This design comes from an exercise in tuning for small area on the open sky130 flow, not from production work. Where RTL was checked, it was by simulation tests only, not by an equivalence proof against the original. Power and IR drop assume default switching activity.

Setup of job 105:
Design safety_monitor, start of the top module:
module safety_monitor (
    input         clk,
    input         rstn,                          
    input         laser_pulse,                   
    input         adc_sdo,                       
    input  [31:0] pulse_width_lower_limit,
    input  [31:0] pulse_width_upper_limit,
    input  [31:0] rate_lower_limit,
    input  [15:0] drive_current_limit,
    input  [2:0]  dynamic_control,               
    output        ta_shutdown,
    output        pulse_lower_limit_fail,
    output        pulse_upper_limit_fail,
    output        rate_lower_limit_fail,
    output        power_peak_current_limit_fail,
    output        adc_sck,
    output        adc_convert,
    output        start_timer,
    output        adc_data_valid,
    output [15:0] adc_data_value,
    output [15:0] peak_power_value
);
reg  [2:0] tc;
wire       tick = (tc == 3'd3);
always @(posedge clk or negedge rstn) begin
    if (!rstn) tc <= 3'd0;
    else       tc <= tc + 3'd1;
end
reg din_d, lp0, lp1, lp2, lp3, lp4, lp5;
always @(posedge clk) begin
    lp1   <= lp0;
    lp2   <= lp1;
    lp3   <= lp2;
    lp4   <= lp3;
    lp5   <= lp4;
end
localparam [2:0] S_PWRUP = 3'd0,
                 S_INIT = 3'd3,
                 S_IDLE = 3'd6,
                 S_CONV = 3'd4,
                 S_SCK = 3'd7,
                 S_REP = 3'd5,
                 S_DONE = 3'd1;
reg  [2:0]  state;
reg  [13:0] p;             
reg         convert_r;
reg         valid_r;
reg  [11:0] sr;            
reg  [11:0] old;           
reg  [11:0] final_v;       
reg  [11:0] peak;
wire pwrup       = (state == S_PWRUP);
wire laser_ready = !(pwrup && p[13:10] == 4'd0);
wire sck_low     = (state == S_SCK) && p[0];
wire early_startup = pwrup && (p[13:2] == 12'd0);
always @(posedge clk or negedge rstn) begin
    if (!rstn) begin
        din_d <= 1'b0;
        lp0   <= 1'b0;
    end else begin
  ...
Size: about 530 cells after synthesis, roughly 160 I/O pins, roughly 5500 um^2 of cells after synthesis.
Settings: LEC_CHECK=0, CAP_MARGIN=20, CORE_MARGIN=2, CORE_UTILIZATION=40, PLACE_DENSITY=0.6, SLEW_MARGIN=20; clock period 5.0 ns.
standard.sh (not shown) runs the stock make flow with config.mk's settings and CLKGATE_MAP_FILE= SYNTH_SCRIPT=/design/flow/synth_recipe.tcl, a recipe that flattens the netlist after the stock synthesis.
==> flow/flow/run.sh <==
#!/bin/bash
# Layout flow: the standard ORFS flow (standard.sh) with
#  - the standard synthesis, whose combinational logic is then re-mapped by
#    ABC for area (flip-flops untouched, see reopt.ys.in); four ABC scripts
#    (flow/area*.abc) are tried and the smallest netlist that meets timing
#    after layout is kept,
#  - buf_1 port buffers,
#  - a clock tree of clkbuf_4 without dummy loads.
# Each tool's output goes to its own log here; ORFS also keeps per-step logs
# under orfs/logs/.
set -euo pipefail
LIB=$FLOW_HOME/platforms/sky130hd/lib/sky130_fd_sc_hd__tt_025C_1v80.lib
R=orfs/results/sky130hd/safety_monitor/base
ARGS=(
  "SETUP_SLACK_MARGIN=0.0"
  "BUFFER_PORTS_ARGS=-buffer_cell sky130_fd_sc_hd__buf_1"
  "CTS_ARGS=-sink_clustering_enable -repair_clock_nets -dont_use_dummy_load -buf_list sky130_fd_sc_hd__clkbuf_4 -root_buf sky130_fd_sc_hd__clkbuf_4 -sink_clustering_size 40 -sink_clustering_max_diameter 200"
)
bash standard.sh "${ARGS[@]}" synth > synth.log 2>&1
cp $R/1_2_yosys.v 1_2_yosys.standard.v
python3 flow/libcomb.py $LIB comb_models.v > libcomb.log 2>&1
for k in 1 2 3 4; do
  sed -e "s#@LIB@#$LIB#g" -e "s#@IN@#1_2_yosys.standard.v#" -e "s#@OUT@#reopt_$k.v#" \
      -e "s#@TOP@#$FLOW_TOP#" -e "s#@ABC@#flow/area$k.abc#" -e "s#@STAT@#reopt_stat_$k.txt#" \
      flow/reopt.ys.in > reopt_$k.ys
  yosys -s reopt_$k.ys > reopt_$k.log 2>&1 &
done
wait
# candidates, smallest first; if the layout of one misses timing, the next
# one is laid out
cands=$(for k in 1 2 3 4; do echo "$(grep 'Chip area' reopt_stat_$k.txt | awk '{print $NF}') $k"; done | sort -g | awk '{print $2}')
n=0
for k in $cands; do
  n=$((n + 1))
  echo "laying out reopt_$k.v" >> reopt_choice.log
  cp reopt_$k.v $R/1_2_yosys.v
  rm -f $R/1_synth.* $R/2_* $R/3_* $R/4_* $R/5_* $R/6_*
  bash standard.sh "${ARGS[@]}" finish > flow_$n.log 2>&1
  ws=$(python3 -c "import json; print(json.load(open('orfs/logs/sky130hd/safety_monitor/base/6_report.json'))['finish__timing__setup__ws'])")
  echo "reopt_$k.v: setup slack $ws" >> reopt_choice.log
  if python3 -c "import sys; sys.exit(0 if float('$ws') >= 0.13 else 1)"; then break; fi
  if [ $n -ge 3 ]; then break; fi
done
Other scripts of this flow, unchanged in this note and not shown: flow/flow/area1.abc, flow/flow/area2.abc, flow/flow/area3.abc, flow/flow/area4.abc, flow/flow/libcomb.py, flow/flow/reopt.ys.in
Changes in job 102 relative to job 105:
diff --git a/flow/flow/run.sh b/flow/flow/run.sh
--- a/flow/flow/run.sh
+++ b/flow/flow/run.sh
@@ -13,5 +13,5 @@
 R=orfs/results/sky130hd/safety_monitor/base
 ARGS=(
-  "SETUP_SLACK_MARGIN=0.0"
+  "SETUP_SLACK_MARGIN=0.15"
   "BUFFER_PORTS_ARGS=-buffer_cell sky130_fd_sc_hd__buf_1"
   "CTS_ARGS=-sink_clustering_enable -repair_clock_nets -dont_use_dummy_load -buf_list sky130_fd_sc_hd__clkbuf_4 -root_buf sky130_fd_sc_hd__clkbuf_4 -sink_clustering_size 40 -sink_clustering_max_diameter 200"
@@ -39,5 +39,5 @@
   ws=$(python3 -c "import json; print(json.load(open('orfs/logs/sky130hd/safety_monitor/base/6_report.json'))['finish__timing__setup__ws'])")
   echo "reopt_$k.v: setup slack $ws" >> reopt_choice.log
-  if python3 -c "import sys; sys.exit(0 if float('$ws') >= 0.13 else 1)"; then break; fi
+  if python3 -c "import sys; sys.exit(0 if float('$ws') >= 0.15 else 1)"; then break; fi
   if [ $n -ge 3 ]; then break; fi
 done
- Job 102 -> job 105: quantity of hold-fixing buffers added after cts delta 0, exact match
- Going from job 105 to job 102, the routed length on met2 was found to have gone up by 2.1%.
- Looking at job 105 and job 102, the combinational share of power is a wash.
- Of job 102 and job 105, it is job 102 that has the higher total global-route track usage.
Function was not checked in any run of this note: the RTL went through the layout flow alone.

The RTL this note starts from:
==> flow/design.v <==
module safety_monitor (
    input         clk,
    input         rstn,                          
    input         laser_pulse,                   
    input         adc_sdo,                       
    input  [31:0] pulse_width_lower_limit,
    input  [31:0] pulse_width_upper_limit,
    input  [31:0] rate_lower_limit,
    input  [15:0] drive_current_limit,
    input  [2:0]  dynamic_control,               
    output        ta_shutdown,
    output        pulse_lower_limit_fail,
    output        pulse_upper_limit_fail,
    output        rate_lower_limit_fail,
    output        power_peak_current_limit_fail,
    output        adc_sck,
    output        adc_convert,
    output        start_timer,
    output        adc_data_valid,
    output [15:0] adc_data_value,
    output [15:0] peak_power_value
);
reg  [2:0] tc;
wire       tick = (tc == 3'd3);
always @(posedge clk or negedge rstn) begin
    if (!rstn) tc <= 3'd0;
    else       tc <= tc + 3'd1;
end
reg din_d, lp0, lp1, lp2, lp3, lp4, lp5;
always @(posedge clk or negedge rstn) begin
    if (!rstn) begin
        din_d <= 1'b0;
        lp0   <= 1'b0;
        lp1   <= 1'b0;
        lp2   <= 1'b0;
        lp3   <= 1'b0;
        lp4   <= 1'b0;
        lp5   <= 1'b0;
    end else begin
        din_d <= laser_pulse;
        lp0   <= din_d;
        lp1   <= lp0;
        lp2   <= lp1;
        lp3   <= lp2;
        lp4   <= lp3;
        lp5   <= lp4;
    end
end
localparam [2:0] S_PWRUP = 3'd0,
                 S_INIT  = 3'd1,
                 S_IDLE  = 3'd2,
                 S_CONV  = 3'd3,
                 S_SCK   = 3'd4,
                 S_REP   = 3'd5,
                 S_DONE  = 3'd6;
reg  [2:0]  state;
reg  [13:0] p;
reg  [3:0]  sample_count;
reg         convert_r;
reg         valid_r;
reg  [11:0] sr;            
reg  [11:0] old;           
reg  [11:0] final_v;       
reg  [11:0] peak;
wire pwrup       = (state == S_PWRUP);
wire laser_ready = !(pwrup && p[13:10] == 4'd0);
wire sck_low     = (state == S_SCK) && p[0];
always @(posedge clk or negedge rstn) begin
    if (!rstn) begin
        state        <= S_PWRUP;
        p            <= 14'd0;
        sample_count <= 4'd0;
        convert_r    <= 1'b0;
        valid_r      <= 1'b0;
    end else begin
        valid_r <= 1'b0;
        case (state)
            S_PWRUP: begin
                if (p == 14'd8330 && tc == 3'd1) begin
                    p     <= 14'd0;
                    state <= S_INIT;
                end else if (tc == 3'd7) p <= p + 14'd1;
            end
            S_INIT: begin
                if (!lp5 && lp0) state <= S_IDLE;
            end
            S_IDLE: begin
                if (p == 14'd3001) begin
                    p         <= 14'd0;
                    convert_r <= 1'b0;
                    state     <= S_CONV;
                end else begin
                    p         <= p + 14'd1;
                    convert_r <= 1'b1;
                end
            end
            S_CONV: begin
                if (p[4:0] == 5'd21) begin
                    p         <= 14'd0;
                    convert_r <= 1'b0;
                    state     <= S_SCK;
                end else p <= p + 14'd1;
            end
            S_SCK: begin
                if (p[4:0] == 5'd29) convert_r <= 1'b1;
                if (p[4:0] == 5'd31) begin
                    p     <= 14'd0;
                    state <= S_REP;
                end else p <= p + 14'd1;
            end
            S_REP: begin
                valid_r <= 1'b1;
                if (sample_count == 4'd11) begin
                    sample_count <= 4'd0;
                    state        <= S_DONE;
                end else begin
                    sample_count <= sample_count + 4'd1;
                    state        <= S_CONV;
                end
            end
            S_DONE: begin
                if (lp2 && !lp1) state <= S_INIT;
            end
            default: state <= S_PWRUP;
        endcase
    end
end
always @(posedge clk) begin
    if (sck_low && p[4:1] != 4'd15) sr <= {sr[10:0], adc_sdo};
end
always @(posedge clk or negedge rstn) begin
    if (!rstn) begin
        old     <= 12'd0;
        final_v <= 12'd0;
    end else if (state == S_REP) begin
        old     <= sr;
        final_v <= ({1'b0, sr} + {1'b0, old}) >> 1;
    end
end
wire [11:0] peak_next = lp0 ? final_v : (dynamic_control[2] ? 12'd0 : peak);
always @(posedge clk or negedge rstn) begin
    if (!rstn) peak <= 12'd0;
    else       peak <= peak_next;
end
assign adc_sck          = sck_low && (p[4:1] <= 4'd13);
assign adc_convert      = convert_r;
assign start_timer      = (state == S_IDLE);
assign adc_data_valid   = valid_r;
assign adc_data_value   = {4'd0, old & {12{valid_r}}};
assign peak_power_value = {4'd0, peak};
reg pchk, pfail, gt_r;
always @(posedge clk or negedge rstn) begin
    if (!rstn) begin
        pchk  <= 1'b0;
        pfail <= 1'b0;
        gt_r  <= 1'b0;
    end else begin
        gt_r <= ({4'd0, peak_next} > drive_current_limit);
        if (pfail) begin
            if (dynamic_control[1] | dynamic_control[0]) pfail <= 1'b0;
        end else if (pchk) begin
            if (gt_r) begin
                pfail <= 1'b1;
                pchk  <= 1'b0;
            end
        end else if (!lp1 && lp0) pchk <= 1'b1;
    end
end
assign power_peak_current_limit_fail = pfail;
reg        acc, cfa;
reg        lpt, lpt_d, e1;
reg [1:0]  mode;
reg        f_lo, f_up, f_rate;
localparam [1:0] M_IDLE = 2'd0, M_WIDTH = 2'd1, M_RATE = 2'd2;
wire any_fail = f_lo | f_up | f_rate;
reg [31:0] cn;
reg        rot_carry, rot_clr;
wire       cnt_load  = (mode == M_IDLE) || (mode == M_RATE && lpt_d);
wire       clr_eff   = tick ? cnt_load : rot_clr;
wire [1:0] add_eff   = tick ? ((mode == M_IDLE) ? 2'd2 : 2'd1) : {1'b0, rot_carry};
wire [4:0] slice_sum = {1'b0, (clr_eff ? 4'd0 : ~cn[3:0])} + {3'd0, add_eff};
always @(posedge clk) begin
    cn        <= {~slice_sum[3:0], cn[31:4]};
    rot_carry <= slice_sum[4];
    rot_clr   <= clr_eff;
end
function automatic le_chain(input [31:0] an, input [31:0] b, input cin);
    integer i;
    reg c;
    begin
        c = cin;
        for (i = 0; i < 32; i = i + 1)
            c = (an[i] & b[i]) | (an[i] & c) | (b[i] & c);
        le_chain = c;
    end
endfunction
wire count_gt_up = !le_chain(cn, pulse_width_upper_limit, 1'b1);
wire count_lt_lo =  le_chain(cn, pulse_width_lower_limit, 1'b0);
wire rate_c      =  le_chain(cn, rate_lower_limit, !lpt_d);   
always @(posedge clk or negedge rstn) begin
    if (!rstn) begin
        lpt    <= 1'b0;
        lpt_d  <= 1'b0;
        e1     <= 1'b0;
        mode   <= M_IDLE;
        f_lo   <= 1'b0;
        f_up   <= 1'b0;
        f_rate <= 1'b0;
    end else if (tick) begin
        lpt   <= lp0 & laser_ready;
        lpt_d <= lpt;
        e1    <= !lpt_d & lpt;
        if (any_fail) begin
            if (cfa) begin
                f_lo   <= 1'b0;
                f_up   <= 1'b0;
                f_rate <= 1'b0;
                mode   <= M_IDLE;
            end
        end else begin
            case (mode)
                M_IDLE: if (e1) mode <= M_WIDTH;
                M_WIDTH: begin
                    if (!lpt_d) begin
                        if (count_gt_up)      f_up <= 1'b1;
                        else if (count_lt_lo) f_lo <= 1'b1;
                        else                  mode <= M_RATE;
                    end
                end
                default: begin
                    if (lpt_d) begin
                        if (rate_c) f_rate <= 1'b1;
                        else        mode   <= M_WIDTH;
                    end else if (!rate_c) mode <= M_IDLE;
                end
            endcase
        end
    end
end
always @(posedge clk) begin
    acc <= dynamic_control[0] | (acc & (tc != 3'd7));
    if (tick) cfa <= acc;
end
assign pulse_lower_limit_fail = f_lo;
assign pulse_upper_limit_fail = f_up;
assign rate_lower_limit_fail  = f_rate;
assign ta_shutdown = f_lo | f_up | f_rate | pfail;
endmodule
clock: 5.0 ns
lec_check: 0
cap_margin: 20
core_margin: 2
core_utilization: 40
place_density: 0.6
slew_margin: 20
==> flow/flow/run.sh <==
#!/bin/bash
# The standard ORFS layout (standard.sh), with smaller port buffers, a clock
# tree of small buffers without dummy loads, and power recovery (downsizing)
# after global routing. ORFS keeps each step's log under orfs/logs/; the
# make output goes to flow.log.
set -euo pipefail
bash standard.sh \
  "BUFFER_PORTS_ARGS=-buffer_cell sky130_fd_sc_hd__buf_1" \
  "CTS_ARGS=-sink_clustering_enable -repair_clock_nets -dont_use_dummy_load -buf_list sky130_fd_sc_hd__clkbuf_8 -root_buf sky130_fd_sc_hd__clkbuf_8 -sink_clustering_size 30 -sink_clustering_max_diameter 60" \
  RECOVER_POWER=100 \
  finish > flow.log 2>&1
The baseline produced a layout that fails on max-capacitance violations, max-slew violations.
Edit:
==> flow/flow/run.sh (replaced) <==
#!/bin/bash
# The standard ORFS layout (standard.sh), with smaller port buffers and a
# clock tree of small buffers without dummy loads. ORFS keeps each step's
# log under orfs/logs/; the make output goes to flow.log.
set -euo pipefail
bash standard.sh \
  "BUFFER_PORTS_ARGS=-buffer_cell sky130_fd_sc_hd__buf_1" \
  "CTS_ARGS=-sink_clustering_enable -repair_clock_nets -dont_use_dummy_load -buf_list sky130_fd_sc_hd__clkbuf_8 -root_buf sky130_fd_sc_hd__clkbuf_8 -sink_clustering_size 30 -sink_clustering_max_diameter 60" \
  finish > flow.log 2>&1
This time the run completed with no timing, DRC or antenna violations.
Die area does not change.
Power hardly moves.
Routed wire length barely changes.
Sequential cell count stays the same.
First-iteration DRC count rises by 3.3%.
Worst hold slack stays flat.
Register-to-register slack is better by 420 ps.
Cell area hardly moves.

## afterwards: timing with drivers on the ports
In the flow no input, the clock included, has a driving cell. The finished layouts below were timed again as built, in two steps. Step 1 (the two cells are an assumption about what drives the block):
set clk [get_ports {clk}]
set_driving_cell -lib_cell sky130_fd_sc_hd__clkbuf_16 $clk
set_driving_cell -lib_cell sky130_fd_sc_hd__buf_2 [delete_from_list [all_inputs] $clk]
Step 2 adds t to the input delays and takes it off the output delays; t is the mean of the earliest and latest rising clock arrival at the registers after step 1. Input paths then give back, and output paths get back, about the clock's delay inside the block. Slacks: ideal ports / drivers / drivers and shift; pairs: ideal ports / drivers.
| run | t, ns | slack for setup (ns) | clock arrival spread, ns | slew at the worst register clock pin (ns) | worst data-port slew with drivers (ns) |
|---|---|---|---|---|---|
| job 105 | 0.528 | 0.356 / 0.364 / -0.164 | 0.043 / 0.044 | 0.11 / 0.11 | 0.06 |
| job 102 | 0.539 | 0.267 / 0.267 / 0.055 | 0.042 / 0.042 | 0.11 / 0.11 | 0.06 |
| the first run of note 2 | 0.456 | 1.839 / 1.839 / 1.508 | 0.026 / 0.027 | 0.08 / 0.08 | 0.06 |
| the second run of note 2 | 0.453 | 2.262 / 2.226 / 1.889 | 0.025 / 0.024 | 0.07 / 0.07 | 0.06 |
With both steps, setup timing fails in job 105, where it was met with ideal ports. For job 105, which loses most, drivers alone change the setup slack by +0.008 ns; drivers and shift together by -0.520 ns. Setup slack includes reset recovery checks.
